Source: an optimization exercise on an open RTL-to-GDS flow (aim: small area). Production flows keep margins and buffers that such runs may drop. Function was checked by simulation only, so behaviour that the tests miss may differ from the original. Power figures rest on the tool's default switching activity, not on a simulated workload.

File: flow/flow/run.sh
#!/bin/bash
# Own layout flow.
# 1. the standard synthesis (standard.sh synth), unchanged.
# 2. Its combinational logic re-mapped by ABC with five area scripts (one plain, four deepsyn
#    seeds); every register instance is kept as it is. Each result is proven equal to the
#    standard netlist (Yosys equiv, registers paired by name) and the smallest is kept; if none
#    passes, the standard netlist is used.
# 3. The standard layout steps (standard.sh finish) with buf_1 port buffers, one tie cell for
#    the constant outputs, and a clock tree without dummy loads.
# Each tool's output goes to its own log file in this folder.
set -euo pipefail
here=$(pwd)
YOSYS=$(command -v yosys || echo "$FLOW_HOME/../tools/install/yosys/bin/yosys")
R=$here/orfs/results/$FLOW_PLATFORM/main_proj/base
LIB=$FLOW_HOME/platforms/$FLOW_PLATFORM/lib/sky130_fd_sc_hd__tt_025C_1v80.lib

bash standard.sh synth > $here/1_standard_synth.log 2>&1
cp $R/1_2_yosys.v $here/1_2_yosys_standard.v
export RESYN_LIB=$LIB RESYN_IN=$here/1_2_yosys_standard.v

for c in a s1 s2 s3 s4; do
  ( export RESYN_OUT=$here/1_2_yosys_resyn_$c.v RESYN_ABC=$here/flow/abc_$c.scr RESYN_AREA=$here/area_$c.txt
    if "$YOSYS" -c $here/flow/resyn.tcl > $here/2_resyn_$c.log 2>&1 && \
       "$YOSYS" -c $here/flow/eqv.tcl > $here/3_resyn_equiv_$c.log 2>&1 && \
       "$YOSYS" -c $here/flow/area.tcl > $here/3_area_$c.log 2>&1; then
      echo ok > $here/resyn_ok_$c
    fi ) &
done
wait

best=""; bestarea=""
for c in a s1 s2 s3 s4; do
  [[ -f $here/resyn_ok_$c ]] || continue
  a=$(grep -oE "Chip area for module '.main_proj': [0-9.]+" $here/area_$c.txt | awk '{print $NF}')
  [[ -n "$a" ]] || continue
  if [[ -z "$bestarea" ]] || awk -v x="$a" -v y="$bestarea" 'BEGIN{exit !(x<y)}'; then best=$c; bestarea=$a; fi
done
if [[ -n "$best" ]]; then
  cp $here/1_2_yosys_resyn_$best.v $R/1_2_yosys.v
  echo "using re-mapped netlist $best ($bestarea um2)" > $here/resyn_choice.txt
else
  echo "using standard netlist" > $here/resyn_choice.txt
fi
rm -f $R/1_synth.odb $R/1_synth.sdc
touch $R/1_2_yosys.v

bash standard.sh finish \
  "BUFFER_PORTS_ARGS=-buffer_cell sky130_fd_sc_hd__buf_1" \
  "CTS_ARGS=-sink_clustering_enable -repair_clock_nets -dont_use_dummy_load -buf_list sky130_fd_sc_hd__clkbuf_4" \
  "SKIP_REPAIR_TIE_FANOUT=1" \
  > $here/4_standard_finish.log 2>&1
File: flow/flow/abc_a.scr
strash
balance -l; resub -K 6 -l; rewrite -l; resub -K 6 -N 2 -l; refactor -l; resub -K 8 -l; balance -l; resub -K 8 -N 2 -l; rewrite -l; resub -K 10 -l; rewrite -z -l; resub -K 10 -N 2 -l; balance -l; resub -K 12 -l; refactor -z -l; resub -K 12 -N 2 -l; rewrite -z -l; balance -l
dch -f
amap
strash
balance -l; resub -K 6 -l; rewrite -l; resub -K 6 -N 2 -l; refactor -l; resub -K 8 -l; balance -l; resub -K 8 -N 2 -l; rewrite -l; resub -K 10 -l; rewrite -z -l; resub -K 10 -N 2 -l; balance -l; resub -K 12 -l; refactor -z -l; resub -K 12 -N 2 -l; rewrite -z -l; balance -l
dch -f
amap
strash
dch -f
amap
topo
File: flow/flow/abc_s1.scr
strash; &get -n; &deepsyn -T 90 -S 1; &put; dch -f; amap; strash; dch -f; amap; topo
File: flow/flow/abc_s2.scr
strash; &get -n; &deepsyn -T 90 -S 2; &put; dch -f; amap; strash; dch -f; amap; topo
File: flow/flow/abc_s3.scr
strash; &get -n; &deepsyn -T 90 -S 3; &put; dch -f; amap; strash; dch -f; amap; topo
File: flow/flow/abc_s4.scr
strash; &get -n; &deepsyn -T 90 -S 4; &put; dch -f; amap; strash; dch -f; amap; topo
File: flow/flow/area.tcl
# Standard-cell area of a netlist.
yosys -import
read_liberty -lib $::env(RESYN_LIB)
read_verilog $::env(RESYN_OUT)
hierarchy -top main_proj
tee -o $::env(RESYN_AREA) stat -liberty $::env(RESYN_LIB)
File: flow/flow/eqv.tcl
# Prove the re-mapped netlist equal to the standard one (registers paired by name).
yosys -import
set lib $::env(RESYN_LIB)
read_liberty -ignore_miss_func $lib
read_verilog $::env(RESYN_IN)
yosys rename main_proj gold
read_verilog $::env(RESYN_OUT)
yosys rename main_proj gate
flatten gold gate
yosys rename -hide gold/w:_* gate/w:_* gold/c:_* gate/c:_*
opt_clean
equiv_make gold gate eq
hierarchy -top eq
equiv_simple -seq 2
equiv_induct
equiv_status -assert
File: flow/flow/resyn.tcl
# Re-map the combinational logic of the standard synthesis netlist with an area-oriented ABC
# script. Every register instance (name, cell type, connections) is kept as it is.
yosys -import
set lib $::env(RESYN_LIB)
set in $::env(RESYN_IN)
set out $::env(RESYN_OUT)
set scr $::env(RESYN_ABC)
read_liberty -ignore_miss_func $lib
read_verilog $in
hierarchy -top main_proj
set ffs [exec grep -oE {sky130_fd_sc_hd__(e?dfxtp|dfxbp|dfrtp|dfstp|dfrbp|dfsbp|dfbbp|sdf|sedf|dl)\w*} $in]
foreach f [lsort -unique $ffs] {
  setattr -mod -set keep_hierarchy 1 $f
}
flatten
opt_clean -purge
abc -liberty $lib -dont_use sky130_fd_sc_hd__probe_p_8 -dont_use sky130_fd_sc_hd__probec_p_8 -dont_use *lpflow* -script $scr main_proj
opt_clean -purge
hilomap -singleton -hicell sky130_fd_sc_hd__conb_1 HI -locell sky130_fd_sc_hd__conb_1 LO main_proj
splitnets main_proj
opt_clean -purge
select main_proj
write_verilog -noattr -nohex -nodec -selected $out
File: flow/standard.sh
#!/bin/bash
# synth_recipe.tcl (not shown) runs the flow's synth.tcl, then flattens the netlist and writes it again
# the make line also repeats each setting of config.mk as NAME=value (left out here)
make -C /OpenROAD-flow-scripts/flow DESIGN_CONFIG=/design/flow/config.mk WORK_HOME=/design/flow/orfs CLKGATE_MAP_FILE= SYNTH_SCRIPT=/design/flow/synth_recipe.tcl "${@:-finish}"
File: flow/config.mk
export PLATFORM = sky130hd
export DESIGN_NAME = main_proj
export DESIGN_NICKNAME = main_proj
export VERILOG_FILES = /design/flow/design.v
export SDC_FILE = /design/flow/constraint.sdc
export NUM_CORES = 4
export LEC_CHECK = 0
export CAP_MARGIN = 0
export CORE_MARGIN = 2
export CORE_UTILIZATION = 40
export GPL_TIMING_DRIVEN = 0
export SLEW_MARGIN = 0
File: flow/constraint.sdc
create_clock -name core_clock -period 8.0 [get_ports {clk}]
set_input_delay 1.6000 -clock core_clock [delete_from_list [all_inputs] [get_ports {clk}]]
set_output_delay 1.6000 -clock core_clock [all_outputs]
set_load 0.01 [all_outputs]
File: flow/design.v
`timescale 1ns / 1ps
module main_proj (
input clk,sw0,sw1,bgreen1,bgreen2,byellow1,byellow2,set,rst,run,
output [7:0] seg1,
output [7:0] seg2,
output [2:0] traffic1,traffic2,
output outyl1,outyl2,
output train1,train2);
reg [4:0] m25;
reg [2:0] ph;
wire m_nz = |m25;
wire m_last = m25[4] & m25[3];           
always @(posedge clk) begin
  if (rst) begin
    m25 <= 5'd0;
    ph  <= 3'd7;
  end else begin
    m25 <= m_last ? 5'd0 : m25 + 5'd1;
    if (~m_nz) ph <= ph + 3'd1;
  end
end
wire tick     = ~m_nz & ph[1] & ph[0];       
wire clk_2hz  = ~ph[0];                      
wire clk_05hz = ~ph[2];                      
wire en = rst | tick;
assign outyl1 = sw0 & clk_05hz;
assign outyl2 = sw0 & clk_05hz;
assign train1 = sw1 & clk_2hz;
assign train2 = sw1 & ~clk_2hz;
reg [7:0] G, Y;
wire yinc = byellow1;
wire ydec = ~byellow1 & byellow2;
wire ginc = ~byellow1 & ~byellow2 & bgreen1;
wire gdec = ~byellow1 & ~byellow2 & ~bgreen1 & bgreen2;
wire step = en & ~rst & set;
wire yi = step & (yinc | ydec), yd = step & ydec;
wire gi = step & (ginc | gdec), gd = step & gdec;
always @(posedge clk) begin
  if (rst) begin
    Y <= 8'd3;
    G <= 8'd7;
  end else begin
    Y <= Y + {{7{yd}}, yi};
    G <= G + {{7{gd}}, gi};
  end
end
wire gz = ~|G[7:1], yz = ~|Y[7:1];
wire g0 = gz & ~G[0], g1 = gz & G[0], g255 = &G;
wire y0 = yz & ~Y[0], y1 = yz & Y[0], y255 = &Y;
wire geqy = (G == Y);
localparam TG = 2'd0, TY = 2'd1, TS = 2'd2, TD = 2'd3;
reg [7:0] c1, c2;
reg [1:0] t1, t2;
wire c1_big = |c1[7:1];
wire c2_big = |c2[7:1];
wire c1_100 = (c1 == 8'd100), c1_88 = (c1 == 8'd88);
wire c2_100 = (c2 == 8'd100), c2_88 = (c2 == 8'd88);
wire [1:0] t1_set = ~set ? TG :
                    ginc ? (y255 ? TS : geqy ? TY : TD) :
                    gdec ? (y1   ? TS : geqy ? TY : TD) : TG;
wire [1:0] t2_set = ~set ? TS :
                    yinc ? (y0 ? TG : g1   ? TY : TD) :
                    ydec ? (y0 ? TG : g255 ? TY : TD) :
                    ginc ? (y1   ? TG : g0 ? TY : TD) :
                    gdec ? (y255 ? TG : g0 ? TY : TD) : TS;
function [1:0] res(input [1:0] t, input y0, input g0, input geqy);
  case (t)
    TG: res = y0 ? 2'd0 : 2'd1;
    TY: res = g0 ? 2'd0 : geqy ? 2'd1 : 2'd2;
    TS: res = 2'd0;
    default: res = 2'd3;
  endcase
endfunction
wire [1:0] r1 = res(t1, y0, g0, geqy);
wire [1:0] r2 = res(t2, y0, g0, geqy);
wire ctl  = ~rst & ~run & ~sw0 & ~set;
wire k1   = en & (rst | run);                  
wire h1   = en & ~rst & ~run & sw0;            
wire dec1 = en & ctl & c1_big & ~(c1_100 | c1_88);
wire cs1  = en & ctl & ~c1_big;                
wire dec2 = en & ctl & c2_big & ~(c2_100 | c2_88);
wire cs2  = en & ctl & ~c2_big;
wire ld1  = en & ~rst & ~run & ~sw0 & (set | c1_big);
wire ld2  = en & ~rst & ~run & ~sw0 & (set | c2_big);
wire a1c  = ~en | dec1;                        
wire a1g  = (ld1 & ~dec1) | (cs1 & (r1 != 2'd1));
wire a1y  = cs1 & (r1 == 2'd1 || r1 == 2'd2);
wire a1i  = cs1 & (r1 == 2'd3);
wire [7:0] L1 = (a1c ? c1 : a1g ? G : 8'd0) + (dec1 ? 8'hFF : a1y ? Y : 8'd0) + {7'd0, a1i};
wire a2c  = ~en | dec2;
wire a2g  = (ld2 & ~dec2) | (cs2 & (r2 != 2'd1));
wire a2y  = (ld2 & ~dec2) | (cs2 & (r2 != 2'd0));
wire a2i  = cs2 & (r2 == 2'd3);
wire [7:0] L2 = (a2c ? c2 : a2g ? G : 8'd0) + (dec2 ? 8'hFF : a2y ? Y : 8'd0) + {7'd0, a2i};
always @(posedge clk) begin
  c1 <= k1 ? 8'd88 : h1 ? 8'd100 : L1;
  c2 <= k1 ? 8'd88 : h1 ? 8'd100 : L2;
end
always @(posedge clk) if (en) begin
  if (rst) begin
    t1 <= TG; t2 <= TS;
  end else if (run | sw0 | set) begin
    t1 <= t1_set; t2 <= t2_set;
  end else begin
    if (~c1_big)
      case (r1)
        2'd1: t1 <= TY;
        2'd2: t1 <= TS;
        default: t1 <= TG;
      endcase
    if (~c2_big)
      case (r2)
        2'd0: t2 <= TG;
        2'd1: t2 <= TY;
        default: t2 <= TS;
      endcase
  end
end
function [7:0] disp(input [7:0] c);
  reg [4:0] v;
  begin
    v = c[4:0];
    if (c == 8'd100) disp = 8'hAA;
    else if (c == 8'd88) disp = 8'h88;
    else if (c[7:5] != 3'd0 || v == 5'd31 || v < 5'd2) disp = 8'h01;
    else if (v >= 5'd30) disp = {4'd3, 4'd0};
    else if (v >= 5'd20) disp = {4'd2, v[3:0] - 4'd4};
    else if (v >= 5'd10) disp = {4'd1, v[3:0] - 4'd10};
    else disp = {4'd0, v[3:0]};
  end
endfunction
assign seg1 = disp(c1);
assign seg2 = disp(c2);
reg st_on;
reg [1:0] st, ns;
reg [7:0] fc;
wire [7:0] tgt = st[0] ? Y : G;
wire lt = fc < tgt;
always @(posedge clk) if (en) begin
  st_on <= ~(rst | run | set | sw0);
  st <= ns;
  if (~st_on) ns <= 2'd0;
  else if (~lt) ns <= st + 2'd1;
end
wire f_ld = en & ~(st_on & lt);
always @(posedge clk)
  fc <= f_ld ? {~st_on, st_on} : fc + {7'd0, en & st_on & lt};
assign traffic1 = {st_on & ~st[1], 1'b0, st_on & (st[1] | st[0])};
assign traffic2 = {st_on & st[1], 1'b0, st_on & (~st[1] | st[0])};
endmodule
==> results of run 1 <==
registers in the layout, indices dropped and copies added (netlist names):
name,cells
st,2
t1,2
c2,8
m25,5
t2,2
ns,2
st_on,1
fc,8
c1,8
ph,3
G,8
Y,8
power by group:
group	total (mW)	switching, mW	internal, mW
logic	0.285	0.185	0.0992
clock network	0.148	0.0962	0.0521
registers	0.371	0.0378	0.333
total	0.804	0.319	0.484
worst reg2reg max path: cells and delay by family (launching register included):
kind / cells / cell delay [ns]
AOI/OAI and AO/OA: 11 / 2.03
buffers and inverters: 3 / 0.70
DFF: 1 / 0.49
and+or+nand+nor: 14 / 1.97
stage by stage:
stage / utilization [%] / std cells / worst slack (ns)
after floorplan: - / 522 / 2.92
after global placement: 43.9 / 661 / 1.77
after detailed placement: 43.9 / 661 / 1.73
after CTS: 44.7 / 670 / 2.12
after global routing: 44.7 / 670 / 1.43
final: 44.7 / 670 / 2.10
per-layer routing:
| metal | vias to the layer above | track usage [%] | wire [um] |
|---|---|---|---|
| met3 | 15 | 4.94 | 650 |
| met2 | 129 | 34.7 | 4620 |
| li1 | 1966 | - | - |
| met5 | - | 0 | 0 |
| met4 | 0 | 6.62 | 164 |
| met1 | 1725 | 27.6 | 4640 |
cell type report:
type	instances	area, um2	area share, %
multi-input combinational	385	2010	52.0
tap	108	135	3.50
sequential	57	1230	31.9
timing repair buffer	31	116	3.02
inverter	80	300	7.79
clock buffer	9	67.6	1.75
how the worst max path moves through the flow:
stage	startpoint	to	depth (start not counted)	slack, ns
after floorplan	rst	c2[7]	26	2.92
after global placement	rst	c2[7]	26	1.77
after detailed placement	rst	c2[7]	26	1.73
after CTS	rst	c2[7]	26	2.12
after global routing	rst	c2[7]	26	1.43
final	rst	c2[7]	26	2.10
==> results.py, run 1 <==
metrics = {
    "clocking": {
        "clock-sinks": 57,
        "htree_levels": 3,
        "clockRootBuffer": "clkbuf_4",
        "cts_tree": "built",
        "numCtsBuffers": 9,
        "cts.clk_slew.worst_paths_ns": 0.10,
        "post_cts_buffers": 0,
        "ctsHoldBuffers": 0,
        "clk_latency_ns": 0.41,
        "cts_buffer_depth": 2,
        "cts_resized": 0,
    },
    "worst_hold_path": {
        "hp-class": "reg2reg",
        "hp-start": "ns[1]",
        "whs_path_depth": 0,
        "worstHoldEndpoint": "st[1]",
    },
    "timing": {
        "setup_tns_ns": 0,
        "hold_viol_final": 0,
        "max-slew-margin-rel_pct": 35.4,
        "fmax_mhz": 169,
        "drv_slew": 0,
        "finClkSkew_ns": 0.0228,
        "whs_ns": 0.431,
        "fin_crit_ns": 5.90,
        "rsz0062_at_grt": "no",
        "fin_crit_sh_pct": 73.8,
        "setup_violations": 0,
        "worst_pin_slew_ns": 0.965,
    },
    "layout": {
        "layout.nets": 574,
        "num_antenna_cells": 0,
        "syn2layout_area_growth_pct": 9.02,
        "nFillCells": 903,
        "final_cell_mix": "107 x nor2_1, 80 x clkinv_1, 59 x o21ai_0",
        "layout-drive-gt1-share_pct": 1.60,
        "fin_area_mm2": 0.00386,
        "final_common_cell": "nor2_1",
    },
    "critical_path": {
        "critical_path.startpoint_type": "input pin",
        "crit_buf_inv": 3,
        "cpMostUsedCell": "nor2_1",
        "cp_data_required_time_ns": 8.35,
        "r2r_end": "c2[7]",
        "worstSetupEndpointType": "register",
        "r2r_start": "G[0]",
        "critPathMaxStageDelay_ns": 0.58,
        "path_max_fanout": 18,
        "cp.arrival_ns": 6.25,
        "crit_slowest_cell": "nor3_1",
        "crit_family": "simple AND/OR/NAND/NOR gates",
        "worst-r2r-cell-count": 28,
        "critical_path_class": "in2reg",
        "ff2ff_setup_slack_ns": 2.79,
    },
    "detailed_routing": {
        "vias_per_cell": 5.72,
        "wire_per_inst_um": 15.0,
        "wl_mm": 10.1,
        "ant_nets": 0,
        "first_pass_iters": 5,
        "vias": 3835,
        "drc": 0,
        "drt_iter0_drc": 293,
    },
    "floorplanning": {
        "die_area_mm2": 0.00961,
        "row_count": 34,
        "io-pin-count": 36,
        "die_h_um": 98.0,
        "fp.coreArea_mm2": 0.00864,
        "start_util_pct": 41.0,
        "die_w_um": 98.0,
    },
    "place": {
        "routabilityCongestion": 0.918,
        "hpwl_mm": 7.62,
        "place_area_mm2": 0.00379,
        "io_buffers": 31,
    },
    "grt": {
        "grt_max_degree": 19,
        "grt_pass1_vias": 3410,
        "grt_overflow": 0,
        "grt_pass1_wl_mm": 16.5,
        "grt_util_all_layers_pct": 21.1,
        "antenna_found_initial": 0,
    },
    "synthesis": {
        "postSynthAreaPerCell_um2": 6.78,
        "syn_area_mm2": 0.00354,
        "synth.net_count": 532,
        "yosysWarnings": 1,
        "syn_inst": 522,
    },
    "run": {
        "maxCapViolations": 0,
    },
    "power": {
        "power.total_uw": 804,
        "p_per_area_mw_per_mm2": 208,
        "power_leakage_nw": 1.24,
        "worst_ir_drop_vdd_mv": 0.0834,
    },
    "status": {
        "status": "complete, no violations",
    },
}
==> run 2: changes to the inputs <==
--- a/flow/design.v
+++ b/flow/design.v
@@ -9,13 +9,12 @@
 reg [4:0] m25;
 reg [2:0] ph;
 wire m_nz = |m25;
-wire m_last = m25[4] & m25[3];           
 always @(posedge clk) begin
   if (rst) begin
     m25 <= 5'd0;
     ph  <= 3'd7;
   end else begin
-    m25 <= m_last ? 5'd0 : m25 + 5'd1;
+    m25 <= m_nz ? m25 - 5'd1 : 5'd24;
     if (~m_nz) ph <= ph + 3'd1;
   end
 end
==> results.py, run 2 <==
metrics = {
    "layout": {
        "syn2layout_area_growth_pct": 9.01,
        "final_common_cell": "nor2_1",
        "final_cells": 671,
        "layout-drive-gt1-share_pct": 1.60,
        "final_cell_mix": "110 x nor2_1, 76 x clkinv_1, 59 x o21ai_0",
        "num_antenna_cells": 0,
        "layout.nets": 575,
    },
    "detailed_routing": {
        "drt_iter0_drc": 318,
        "wl_mm": 10.5,
        "drc": 0,
        "ant_nets": 0,
        "wire_per_inst_um": 15.6,
        "vias_per_cell": 5.93,
        "vias": 3978,
        "first_pass_iters": 5,
    },
    "critical_path": {
        "critical_path.startpoint_type": "input pin",
        "worstSetupEndpointType": "register",
        "critical_path_class": "in2reg",
        "critPathMaxStageDelay_ns": 0.49,
        "cp_data_required_time_ns": 8.33,
        "crit_slowest_cell": "nor3_1",
        "path_max_fanout": 15,
        "cpMostUsedCell": "nor2_1",
        "ff2ff_setup_slack_ns": 2.25,
        "cp.arrival_ns": 6.82,
    },
    "timing": {
        "post-route-worst-setup-slack_ns": 1.52,
        "fin_crit_sh_pct": 81.0,
        "worst_pin_slew_ns": 1.14,
        "finClkSkew_ns": 0.0193,
        "drv_slew": 0,
        "setup_violations": 0,
        "rsz0062_at_grt": "no",
        "hold_viol_final": 0,
        "setup_tns_ns": 0,
        "fin_crit_ns": 6.48,
        "max-slew-margin-rel_pct": 24.0,
        "fmax_mhz": 154,
    },
    "clocking": {
        "cts_resized": 0,
        "post_cts_buffers": 0,
        "clock-sinks": 57,
        "htree_levels": 3,
        "clockRootBuffer": "clkbuf_4",
        "cts.clk_slew.worst_paths_ns": 0.09,
        "cts_tree": "built",
        "numCtsBuffers": 9,
        "cts_buffer_depth": 2,
        "clk_latency_ns": 0.41,
        "ctsHoldBuffers": 0,
    },
    "synthesis": {
        "postSynthAreaPerCell_um2": 6.77,
        "syn_area_mm2": 0.00354,
        "yosysWarnings": 1,
        "synth.net_count": 533,
        "syn_inst": 523,
    },
    "floorplanning": {
        "fp.coreArea_mm2": 0.00864,
        "start_util_pct": 41.0,
        "die_area_mm2": 0.00962,
        "row_count": 34,
        "die_w_um": 98.1,
        "io-pin-count": 36,
        "die_h_um": 98.1,
    },
    "grt": {
        "grt_overflow": 0,
        "antenna_found_initial": 0,
        "grt_pass1_wl_mm": 17.3,
        "grt_pass1_vias": 3546,
        "grt_max_degree": 17,
        "grt_util_all_layers_pct": 22.4,
    },
    "power": {
        "p_per_area_mw_per_mm2": 303,
        "power_leakage_nw": 1.25,
        "power.total_mw": 1.17,
        "worst_ir_drop_vdd_mv": 0.111,
    },
    "place": {
        "io_buffers": 31,
        "routabilityCongestion": 0.980,
        "numPlacedInstances": 662,
        "post-place-ws_ns": 1.22,
        "hpwl_mm": 7.94,
    },
    "worst_hold_path": {
        "hp-class": "reg2reg",
    },
    "run": {
        "maxCapViolations": 0,
    },
    "status": {
        "status": "complete, no violations",
    },
}
run 2: per-layer routing:
layer / wire length [um] / vias up / track usage [%]
met2: 4660 / 149 / 35.1
met4: 200 / 0 / 7.80
met3: 691 / 21 / 5.94
li1: - / 1980 / -
met5: 0 / - / 0
met1: 4930 / 1828 / 29.9
run 2: path summary, 6_finish.rpt:
check	start	endpoint	depth (start not counted)
worst min register to register	ns[0]	st[0]	0
worst max register to register	m25[1]	c1[7]	34
worst min-delay path	ns[0]	st[0]	0
worst max-delay path	rst	c2[7]	28
run 2: where the power goes:
group          switching, mW  internal, mW
Clock                 0.0971        0.0521
Sequential            0.0701         0.380
Combinational          0.380         0.188
Total                  0.548         0.620
run 2: area by class of cell:
cell class	count	area, um2
clock buffer	9	67.6
fill	929	4780
sequential	57	1230
inverter	76	285
tap	108	135
timing repair buffer	31	116
multi-input combinational	390	2020
run 2: per-stage QoR:
stage,util (%),hold WS [ns],cell area (um2)
3_5_place_dp,43.9,0.412,3790
4_1_cts,44.7,0.438,3860
2_1_floorplan,-,0.400,3540
6_report,44.7,0.433,3860
3_3_place_gp,43.9,0.401,3790
5_1_grt,44.7,0.436,3860
run 2: critical path: cells and delay by family:
family / cells / cell delay (ns)
and+or+nand+nor: 15 / 3.03
AOI/OAI and AO/OA: 10 / 1.52
buffers and inverters: 3 / 0.64
==> run 3: changes to the inputs <==
--- a/flow/design.v
+++ b/flow/design.v
@@ -9,12 +9,13 @@
 reg [4:0] m25;
 reg [2:0] ph;
 wire m_nz = |m25;
+wire m_last = m25[4] & m25[3];           
 always @(posedge clk) begin
   if (rst) begin
     m25 <= 5'd0;
     ph  <= 3'd7;
   end else begin
-    m25 <= m_nz ? m25 - 5'd1 : 5'd24;
+    m25 <= m_last ? 5'd0 : m25 + 5'd1;
     if (~m_nz) ph <= ph + 3'd1;
   end
 end
--- a/flow/flow/run.sh
+++ b/flow/flow/run.sh
@@ -1,7 +1,7 @@
 #!/bin/bash
 # Own layout flow.
 # 1. the standard synthesis (standard.sh synth), unchanged.
-# 2. Its combinational logic re-mapped by ABC with five area scripts (one plain, four deepsyn
+# 2. Its combinational logic re-mapped by ABC with nine area scripts (one plain, eight deepsyn
 #    seeds); every register instance is kept as it is. Each result is proven equal to the
 #    standard netlist (Yosys equiv, registers paired by name) and the smallest is kept; if none
 #    passes, the standard netlist is used.
@@ -18,18 +18,23 @@
 cp $R/1_2_yosys.v $here/1_2_yosys_standard.v
 export RESYN_LIB=$LIB RESYN_IN=$here/1_2_yosys_standard.v
 
-for c in a s1 s2 s3 s4; do
+resyn_one() {
+  local c=$1
   ( export RESYN_OUT=$here/1_2_yosys_resyn_$c.v RESYN_ABC=$here/flow/abc_$c.scr RESYN_AREA=$here/area_$c.txt
     if "$YOSYS" -c $here/flow/resyn.tcl > $here/2_resyn_$c.log 2>&1 && \
        "$YOSYS" -c $here/flow/eqv.tcl > $here/3_resyn_equiv_$c.log 2>&1 && \
        "$YOSYS" -c $here/flow/area.tcl > $here/3_area_$c.log 2>&1; then
       echo ok > $here/resyn_ok_$c
-    fi ) &
-done
+    fi )
+}
+# two waves of four, so each deepsyn run has a core of its own
+for c in s1 s2 s3 s4; do resyn_one $c & done
+wait
+for c in s5 s6 s7 s8 a; do resyn_one $c & done
 wait
 
 best=""; bestarea=""
-for c in a s1 s2 s3 s4; do
+for c in a s1 s2 s3 s4 s5 s6 s7 s8; do
   [[ -f $here/resyn_ok_$c ]] || continue
   a=$(grep -oE "Chip area for module '.main_proj': [0-9.]+" $here/area_$c.txt | awk '{print $NF}')
   [[ -n "$a" ]] || continue
==> flow/flow/abc_s5.scr (new file) <==
strash; &get -n; &deepsyn -T 90 -S 5; &put; dch -f; amap; strash; dch -f; amap; topo
==> flow/flow/abc_s6.scr (new file) <==
strash; &get -n; &deepsyn -T 90 -S 6; &put; dch -f; amap; strash; dch -f; amap; topo
==> flow/flow/abc_s7.scr (new file) <==
strash; &get -n; &deepsyn -T 90 -S 7; &put; dch -f; amap; strash; dch -f; amap; topo
==> flow/flow/abc_s8.scr (new file) <==
strash; &get -n; &deepsyn -T 90 -S 8; &put; dch -f; amap; strash; dch -f; amap; topo
==> results.py, run 3 <==
metrics = {
    "synthesis": {
        "syn_inst": 518,
        "syn_area_mm2": 0.00353,
        "postSynthAreaPerCell_um2": 6.81,
        "synth.net_count": 528,
        "yosysWarnings": 1,
    },
    "timing": {
        "fin_crit_sh_pct": 78.2,
        "hold_viol_final": 0,
        "finClkSkew_ns": 0.0230,
        "max-slew-margin-rel_pct": 38.3,
        "rsz0062_at_grt": "no",
        "worst_pin_slew_ns": 0.923,
        "setup_violations": 0,
        "fin_crit_ns": 6.26,
        "setup_tns_ns": 0,
        "drv_slew": 0,
        "fmax_mhz": 160,
    },
    "critical_path": {
        "ff2ff_setup_slack_ns": 2.66,
        "startpoint": "rst",
        "cp_data_required_time_ns": 8.36,
        "worst-r2r-cell-count": 28,
        "worstSetupEndpointType": "register",
        "cp.arrival_ns": 6.62,
        "path_max_fanout": 16,
        "critical_path.startpoint_type": "input pin",
        "r2r_start": "c2[2]",
        "r2r_end": "c2[7]",
        "critical_path_class": "in2reg",
        "crit_path_end": "c1[7]",
    },
    "layout": {
        "layout.nets": 570,
        "final_cell_mix": "114 x nor2_1, 70 x clkinv_1, 48 x dfxtp_1, 48 x o21ai_0, 41 x nand2_1",
        "layout-drive-gt1-share_pct": 1.61,
        "num_antenna_cells": 0,
        "syn2layout_area_growth_pct": 9.04,
        "final_common_cell": "nor2_1",
    },
    "place": {
        "routabilityCongestion": 0.967,
        "io_buffers": 31,
        "hpwl_mm": 7.90,
    },
    "status": {
        "status": "complete, no violations",
    },
    "detailed_routing": {
        "ant_nets": 0,
        "drt_iter0_drc": 339,
        "first_pass_iters": 5,
        "wl_mm": 10.4,
        "vias_per_cell": 5.77,
        "drc": 0,
        "wire_per_inst_um": 15.6,
        "vias": 3844,
    },
    "grt": {
        "grt_max_degree": 17,
        "grt_pass1_wl_mm": 17.6,
        "grt_overflow": 0,
        "grt_util_all_layers_pct": 22.8,
        "grt_pass1_vias": 3608,
        "antenna_found_initial": 0,
    },
    "power": {
        "power_leakage_nw": 1.29,
        "worst_ir_drop_vdd_mv": 0.0676,
        "p_sw_uw": 328,
        "power_frac_comb_pct": 35.4,
        "switching_share_pct": 40.4,
        "seq_power_share_pct": 45.6,
        "power.total_uw": 811,
        "cell_internal_pwr_uw": 483,
        "p_per_area_mw_per_mm2": 211,
        "pwr-share-clk_pct": 19.0,
    },
    "floorplanning": {
        "die_area_mm2": 0.00959,
        "io-pin-count": 36,
        "die_w_um": 97.9,
        "row_count": 34,
        "start_util_pct": 40.9,
        "die_h_um": 97.9,
        "fp.coreArea_mm2": 0.00864,
    },
    "clocking": {
        "clockRootBuffer": "clkbuf_4",
        "clock-sinks": 57,
        "clk_latency_ns": 0.43,
        "post_cts_buffers": 0,
        "ctsHoldBuffers": 0,
        "cts.clk_slew.worst_paths_ns": 0.10,
        "cts_resized": 0,
        "cts_tree": "built",
        "htree_levels": 3,
        "cts_buffer_depth": 2,
        "numCtsBuffers": 9,
    },
    "worst_hold_path": {
        "hp-class": "reg2reg",
        "hp-start": "ns[1]",
    },
    "run": {
        "maxCapViolations": 0,
    },
}
-- run 3: area by class of cell --
class / instances / area [um2]
multi-input combinational: 391 / 2040
timing repair buffer: 31 / 116
tap: 108 / 135
sequential: 57 / 1230
fill: 923 / 4790
inverter: 70 / 263
clock buffer: 9 / 67.6
-- run 3: worst max-delay path, cell delays in order --
cell and delay (ns):
buf_1 0.33, nor2_1 0.30, clkinv_1 0.14, nor3_1 0.66
clkinv_1 0.28, nor2_1 0.14, o21ai_0 0.11, or3_1 0.43
o21ai_0 0.76, o22ai_1 0.18, nor2_1 0.18, a21oi_1 0.08
a21oi_1 0.21, nor2b_1 0.10, o21a_1 0.18, nor2_1 0.17
nor2_1 0.08, o21a_1 0.21, o21a_1 0.19, nor2_1 0.12
nor2_1 0.06, a21oi_1 0.10
-- run 3: worst min path at each step --
stage	slack (ns)	end	cells past startpoint
global placement	0.40	st[1]	0
floorplan	0.40	st[0]	0
CTS	0.41	st[1]	0
finish	0.41	st[1]	0
global route	0.42	st[1]	0
detailed placement	0.43	st[1]	0
-- run 3: per-layer routing --
layer | part of all wire (%) | vias up | GRT usage [%]
met5 | 0 | - | 0
met4 | 2.0 | 0 | 8.12
met3 | 5.9 | 19 | 4.80
met2 | 46 | 115 | 36.3
met1 | 46 | 1743 | 30.7
li1 | - | 1967 | -
-- run 3: power groups by stage --
stage / combinational [mW] / sequential [mW] / clock, mW
6_report: 0.287 / 0.370 / 0.154
3_5_place_dp: 0.284 / 0.375 / 0
5_1_grt: 0.331 / 0.376 / 0.170
4_1_cts: 0.285 / 0.369 / 0.157
2_1_floorplan: 0.216 / 0.364 / 0
3_3_place_gp: 0.277 / 0.375 / 0
-- run 3: through the flow --
| step | hold slack (ns) | setup slack [ns] | util [%] | std cells | instance area, um2 |
|---|---|---|---|---|---|
| after global routing | 0.421 | 1.11 | 44.6 | 666 | 3850 |
| after global placement | 0.402 | 1.40 | 43.8 | 657 | 3780 |
| after floorplan | 0.400 | 2.79 | - | 518 | 3530 |
| after detailed placement | 0.427 | 1.35 | 43.8 | 657 | 3780 |
| final | 0.412 | 1.74 | 44.6 | 666 | 3850 |
| after CTS | 0.414 | 1.75 | 44.6 | 666 | 3850 |

==> what the ideal ports hide <==
The flow's constraints put no driver on any port. The routed layouts listed below were extracted and timed again, unchanged, in two steps. Step 1 assumes that a clkbuf_16 drives the clock port and a buf_2 every other input. Step 2 also shifts input and output timing later by t, the mid clock arrival at the registers, as if the neighbouring blocks saw the same clock. Slacks: ideal ports / drivers / drivers and shift; pairs: ideal ports / drivers.
run	t (ns)	setup WS [ns]	hold WS [ns]
run 1	0.428	2.098 / 2.105 / 1.677	0.431 / 0.431 / 0.431
run 2	0.427	1.517 / 1.529 / 1.101	0.433 / 0.433 / 0.433
run 3	0.448	1.741 / 1.752 / 1.305	0.412 / 0.412 / 0.412
After both steps setup and hold are still met in every run listed. The setup slack of run 3, which loses most, moves by +0.011 ns with the drivers and by -0.436 ns with both steps.
